This is an optimization exercise on Yosys and OpenROAD, whose aim is small area and a short achievable clock period, not a production implementation.
Function was checked by simulation only, so behaviour that the tests miss may differ from the original.

== run a ==
Design sparc_alu_reg, start of the top module:
module sparc_alu_reg (
    input             clk,
    input      [31:0] valA_in,
    input      [31:0] valB_in,
    input      [1:0]  op_in,
    input      [2:0]  op2_in,
    input      [21:0] imm22_in,
    input      [5:0]  op3_in,
    input             i_in,
    input      [12:0] simm13_in,
    input      [31:0] pc_in,
    input             a_in,
    input      [3:0]  cond_in,
    input      [29:0] disp30_in,
    input      [3:0]  icc_in,
    input      [31:0] y_in,
    output reg [63:0] res_out,
    output reg [31:0] target_out,
    output reg        mux_sel_out,
    output reg [3:0]  icc_out,
    output reg [31:0] y_out,
    output reg        a_out,
    output reg        trap_out
);
For scale: about 16000 cells after synthesis, about 350 I/O pins.
==> module alu_add_mx, before the edit <==
module alu_add_mx #(parameter W = 32) (
	input  [W-1:0] a,
	input  [W-1:0] b,
	input          ci,
	output [W-1:0] s,
	output         co
);
	localparam L = W > 32 ? 6 : W > 16 ? 5 : W > 8 ? 4 : W > 4 ? 3 : W > 2 ? 2 : 1;
	wire [W-1:0] g [0:L];
	wire [W-1:0] p [0:L];
	assign g[0] = a;
	assign p[0] = a ^ b;
	genvar l, i;
	generate for (l = 0; l < L; l = l + 1) begin : lv
		for (i = 0; i < W; i = i + 1) begin : nd
			if ((i >> l) % 2 == 1) begin : c
				assign g[l+1][i] = p[l][i] ? g[l][((i >> l) << l) - 1] : g[l][i];
				assign p[l+1][i] = p[l][i] & p[l][((i >> l) << l) - 1];
			end else begin : n
				assign g[l+1][i] = g[l][i];
				assign p[l+1][i] = p[l][i];
			end
		end
	end endgenerate
	wire [W:0] c;
	assign c[0] = ci;
	generate for (i = 0; i < W; i = i + 1) begin : cc
		assign c[i+1] = p[L][i] ? ci : g[L][i];
	end endgenerate
	assign s = p[0] ^ c[W-1:0];
	assign co = c[W];
endmodule
==> module alu_div_fin, before the edit <==
module alu_div_fin (
	input  [6:0]  t,
	input  [25:0] s,
	input  [25:0] c,
	input  [31:0] d,      
	input  [31:0] dn,     
	input  [4:0]  lz,
	input  [31:0] qp,
	input  [31:0] qn,
	output [31:0] q,
	output        sat,
	output [32:0] pl,
	output        plc
);
	wire [32:0] rem;
	alu_add_mx #(33) ar (.a({t, s}), .b({7'b0, c}), .ci(1'b0), .s(rem), .co(plc));
	assign pl = rem;
	wire neg = rem[32];
	wire qc;
	alu_add_mx #(32) aq (.a(qp), .b(~qn), .ci(~neg), .s(q), .co(qc));
	wire [32:0] ge, low;
	wire [31:0] dz;
	genvar i;
	generate for (i = 0; i < 33; i = i + 1) begin : st
		assign ge[i] = i >= lz;
		if (i == 0) begin : z
			assign low[i] = 1'b1;
			assign dz[i] = 1'b1;
		end else begin : nz
			assign low[i] = low[i-1] & ~dn[i-1];
			if (i < 32) begin : dd
				assign dz[i] = dz[i-1] & ~d[i-1];
			end
		end
	end endgenerate
	wire [32:0] k1 = {1'b0, dn} ^ (ge & low);    
	wire [32:0] k2 = ge;                          
	wire [31:0] dm1 = d ^ dz;                     
	wire [32:0] ea = {t, s}, eb = {7'b0, c};
	wire [32:0] ex = ea ^ eb;
	wire [32:0] x1 = ex ^ k1, x2 = ex ^ k2;
	wire [32:0] m1 = (ea & eb) | (ex & ~k1);
	wire [32:0] m2 = (ea & eb) | (ex & ~k2);
	wire eq1 = ~|(x1 ^ {m1[31:0], 1'b0});
	wire eq2 = ~|(x2 ^ {m2[31:0], 1'b0});
	wire qd;
	alu_carry #(32) qdc (.a(q), .b(dm1), .co(qd));
	assign sat = (eq1 | eq2) & qd;
endmodule
==> module alu_muldiv, before the edit <==
module alu_muldiv (
	input  [63:0] n,      
	input  [31:0] d,      
	input  [31:0] a,      
	input  [31:0] b,      
	input         mul,    
	output [31:0] q,
	output        sat,
	output [63:0] p
);
	wire [31:0] dn;
	wire [4:0] lz;
	wire [7:0] ds;
	alu_div_norm norm (.d(d), .dn(dn), .lz(lz), .ds(ds));
	wire [31:0] x = mul ? a : dn;
	wire [63:0] nm = n & {64{~mul}};
	wire [79:0] n_1 = lz[4] ? {nm, 16'b0} : {16'b0, nm};
	wire [87:0] n_2 = lz[3] ? {n_1, 8'b0} : {8'b0, n_1};
	wire [91:0] n_3 = lz[2] ? {n_2, 4'b0} : {4'b0, n_2};
	wire [93:0] n_4 = lz[1] ? {n_3, 2'b0} : {2'b0, n_3};
	wire [94:0] nn  = lz[0] ? {n_4, 1'b0} : {1'b0, n_4};
	wire [34:0] bx = {2'b0, b, 1'b0};
	wire [3:0] bsel [0:32];
	genvar k;
	generate for (k = 0; k < 33; k = k + 1) begin : bd
		if (k <= 16) begin : d
			wire b2 = bx[2*k+2], b1 = bx[2*k+1], b0 = bx[2*k];
			assign bsel[k] = {b2 & (b1 ^ b0), b2 & ~b1 & ~b0, ~b2 & (b1 ^ b0), ~b2 & b1 & b0};
		end else begin : z
			assign bsel[k] = 4'b0;
		end
	end endgenerate
	wire [6:0]  t [0:33];
	wire [25:0] s [0:33];
	wire [25:0] c [0:33];
	wire [32:0] qp1, qp2, qn1, qn2, hc, ac;
	assign t[33] = {4'b0, nn[94:92]};
	assign s[33] = nn[91:66];
	assign c[33] = 26'b0;
	generate for (k = 32; k >= 0; k = k - 1) begin : st
		alu_srt_step #(.FIRST(k == 32)) step (.ti(t[k+1]), .si(s[k+1]), .ci(c[k+1]),
			.nb(nn[2*k+1:2*k]), .dn(x), .ds(ds), .mul(mul), .bs(bsel[k]), .to(t[k]), .so(s[k]),
			.co(c[k]), .hc(hc[k]), .ac(ac[k]), .qp1(qp1[k]), .qp2(qp2[k]), .qn1(qn1[k]), .qn2(qn2[k]));
	end endgenerate
	wire [31:0] qp, qn;
	generate for (k = 0; k < 16; k = k + 1) begin : qd
		assign qp[2*k+1:2*k] = {qp2[k], qp1[k]};
		assign qn[2*k+1:2*k] = {qn2[k], qn1[k]};
	end endgenerate
	wire [32:0] pl;
	wire plc;
	alu_div_fin fin (.t(t[0]), .s(s[0]), .c(c[0]), .d(d), .dn(dn), .lz(lz), .qp(qp), .qn(qn),
		.q(q), .sat(sat), .pl(pl), .plc(plc));
	wire [30:0] v1, v2, v3;
	generate for (k = 0; k < 16; k = k + 1) begin : hi
		assign v1[2*k] = t[k+1][5];
		assign v2[2*k] = hc[k] ^ ac[k];
		assign v3[2*k] = ~(qp1[k] | qp2[k]);
		if (k < 15) begin : u
			assign v1[2*k+1] = t[k+1][6];
			assign v2[2*k+1] = hc[k] & ac[k];
			assign v3[2*k+1] = 1'b1;
		end
	end endgenerate
	wire [30:0] hs = v1 ^ v2 ^ v3;
	wire [30:0] hk = (v1 & v2) | (v1 & v3) | (v2 & v3);
	wire [30:0] ph;
	wire phc;
	alu_add_mx #(31) ah (.a(hs), .b({hk[29:0], 1'b1}), .ci(plc), .s(ph), .co(phc));
	assign p = {ph, pl};
endmodule
make LEC_CHECK=0 ABC_AREA=1 CAP_MARGIN=20 CORE_MARGIN=2 CORE_UTILIZATION=55 SLEW_MARGIN=20 finish   # period 400.0 ns
run.sh (not shown) runs the stock make flow with config.mk's settings and CLKGATE_MAP_FILE= SYNTH_SCRIPT=/design/flow/synth_recipe.tcl, a recipe that flattens the netlist after the stock synthesis.
For run b, these inputs were changed with respect to run a:
diff --git a/flow/design.v b/flow/design.v
--- a/flow/design.v
+++ b/flow/design.v
@@ -135,42 +135,10 @@
 		assign c[i+1] = g[L][i] | (p[L][i] & ci);
 	end endgenerate
 	assign s = p[0] ^ c[W-1:0];
 	assign co = c[W];
 endmodule
-module alu_add_mx #(parameter W = 32) (
-	input  [W-1:0] a,
-	input  [W-1:0] b,
-	input          ci,
-	output [W-1:0] s,
-	output         co
-);
-	localparam L = W > 32 ? 6 : W > 16 ? 5 : W > 8 ? 4 : W > 4 ? 3 : W > 2 ? 2 : 1;
-	wire [W-1:0] g [0:L];
-	wire [W-1:0] p [0:L];
-	assign g[0] = a;
-	assign p[0] = a ^ b;
-	genvar l, i;
-	generate for (l = 0; l < L; l = l + 1) begin : lv
-		for (i = 0; i < W; i = i + 1) begin : nd
-			if ((i >> l) % 2 == 1) begin : c
-				assign g[l+1][i] = p[l][i] ? g[l][((i >> l) << l) - 1] : g[l][i];
-				assign p[l+1][i] = p[l][i] & p[l][((i >> l) << l) - 1];
-			end else begin : n
-				assign g[l+1][i] = g[l][i];
-				assign p[l+1][i] = p[l][i];
-			end
-		end
-	end endgenerate
-	wire [W:0] c;
-	assign c[0] = ci;
-	generate for (i = 0; i < W; i = i + 1) begin : cc
-		assign c[i+1] = p[L][i] ? ci : g[L][i];
-	end endgenerate
-	assign s = p[0] ^ c[W-1:0];
-	assign co = c[W];
-endmodule
 module alu_carry #(parameter W = 32) (
 	input  [W-1:0] a,
 	input  [W-1:0] b,
 	output         co
 );
@@ -383,15 +351,15 @@
 	output        sat,
 	output [32:0] pl,
 	output        plc
 );
 	wire [32:0] rem;
-	alu_add_mx #(33) ar (.a({t, s}), .b({7'b0, c}), .ci(1'b0), .s(rem), .co(plc));
+	alu_add_sk #(33) ar (.a({t, s}), .b({7'b0, c}), .ci(1'b0), .s(rem), .co(plc));
 	assign pl = rem;
 	wire neg = rem[32];
 	wire qc;
-	alu_add_mx #(32) aq (.a(qp), .b(~qn), .ci(~neg), .s(q), .co(qc));
+	alu_add_sk #(32) aq (.a(qp), .b(~qn), .ci(~neg), .s(q), .co(qc));
 	wire [32:0] ge, low;
 	wire [31:0] dz;
 	genvar i;
 	generate for (i = 0; i < 33; i = i + 1) begin : st
 		assign ge[i] = i >= lz;
@@ -485,11 +453,11 @@
 	end endgenerate
 	wire [30:0] hs = v1 ^ v2 ^ v3;
 	wire [30:0] hk = (v1 & v2) | (v1 & v3) | (v2 & v3);
 	wire [30:0] ph;
 	wire phc;
-	alu_add_mx #(31) ah (.a(hs), .b({hk[29:0], 1'b1}), .ci(plc), .s(ph), .co(phc));
+	alu_add_sk #(31) ah (.a(hs), .b({hk[29:0], 1'b1}), .ci(plc), .s(ph), .co(phc));
 	assign p = {ph, pl};
 endmodule
 module ALU
 (
 	input [31:0] ALU_valA_in,
- Relative to run a, the final cell area reported for run b is lower.
- Fraction of area in non-clock buffers was lower in the run labelled run a.
- Between run a and run b, the sequential share of cell area figures differ only marginally.
- Lower synthesized area among run b and run a: run b
- Total of fill cells in the finished design (higher): run a

==> afterwards: timing with drivers on the ports <==
How much do the figures lean on ideal ports? The routed layouts below were timed once more, with nothing changed but the port constraints. Step 1 assumes that a clkbuf_16 drives the clock port and a buf_2 every other input. Step 2 adds t to the input delays and takes it off the output delays; t is the mean of the earliest and latest rising clock arrival at the registers after step 1. Input paths then give back, and output paths get back, about the clock's delay inside the block. Three values: ideal, step 1, step 2; two values: the first two.
run | t (ns) | setup slack, ns | worst register clock-pin slew, ns
run a | 0.676 | 312.764 / 312.764 / 312.764 | 0.09 / 0.09
run b | 0.662 | 303.134 / 303.134 / 303.134 | 0.08 / 0.08
After both steps every run listed still meets setup and hold.
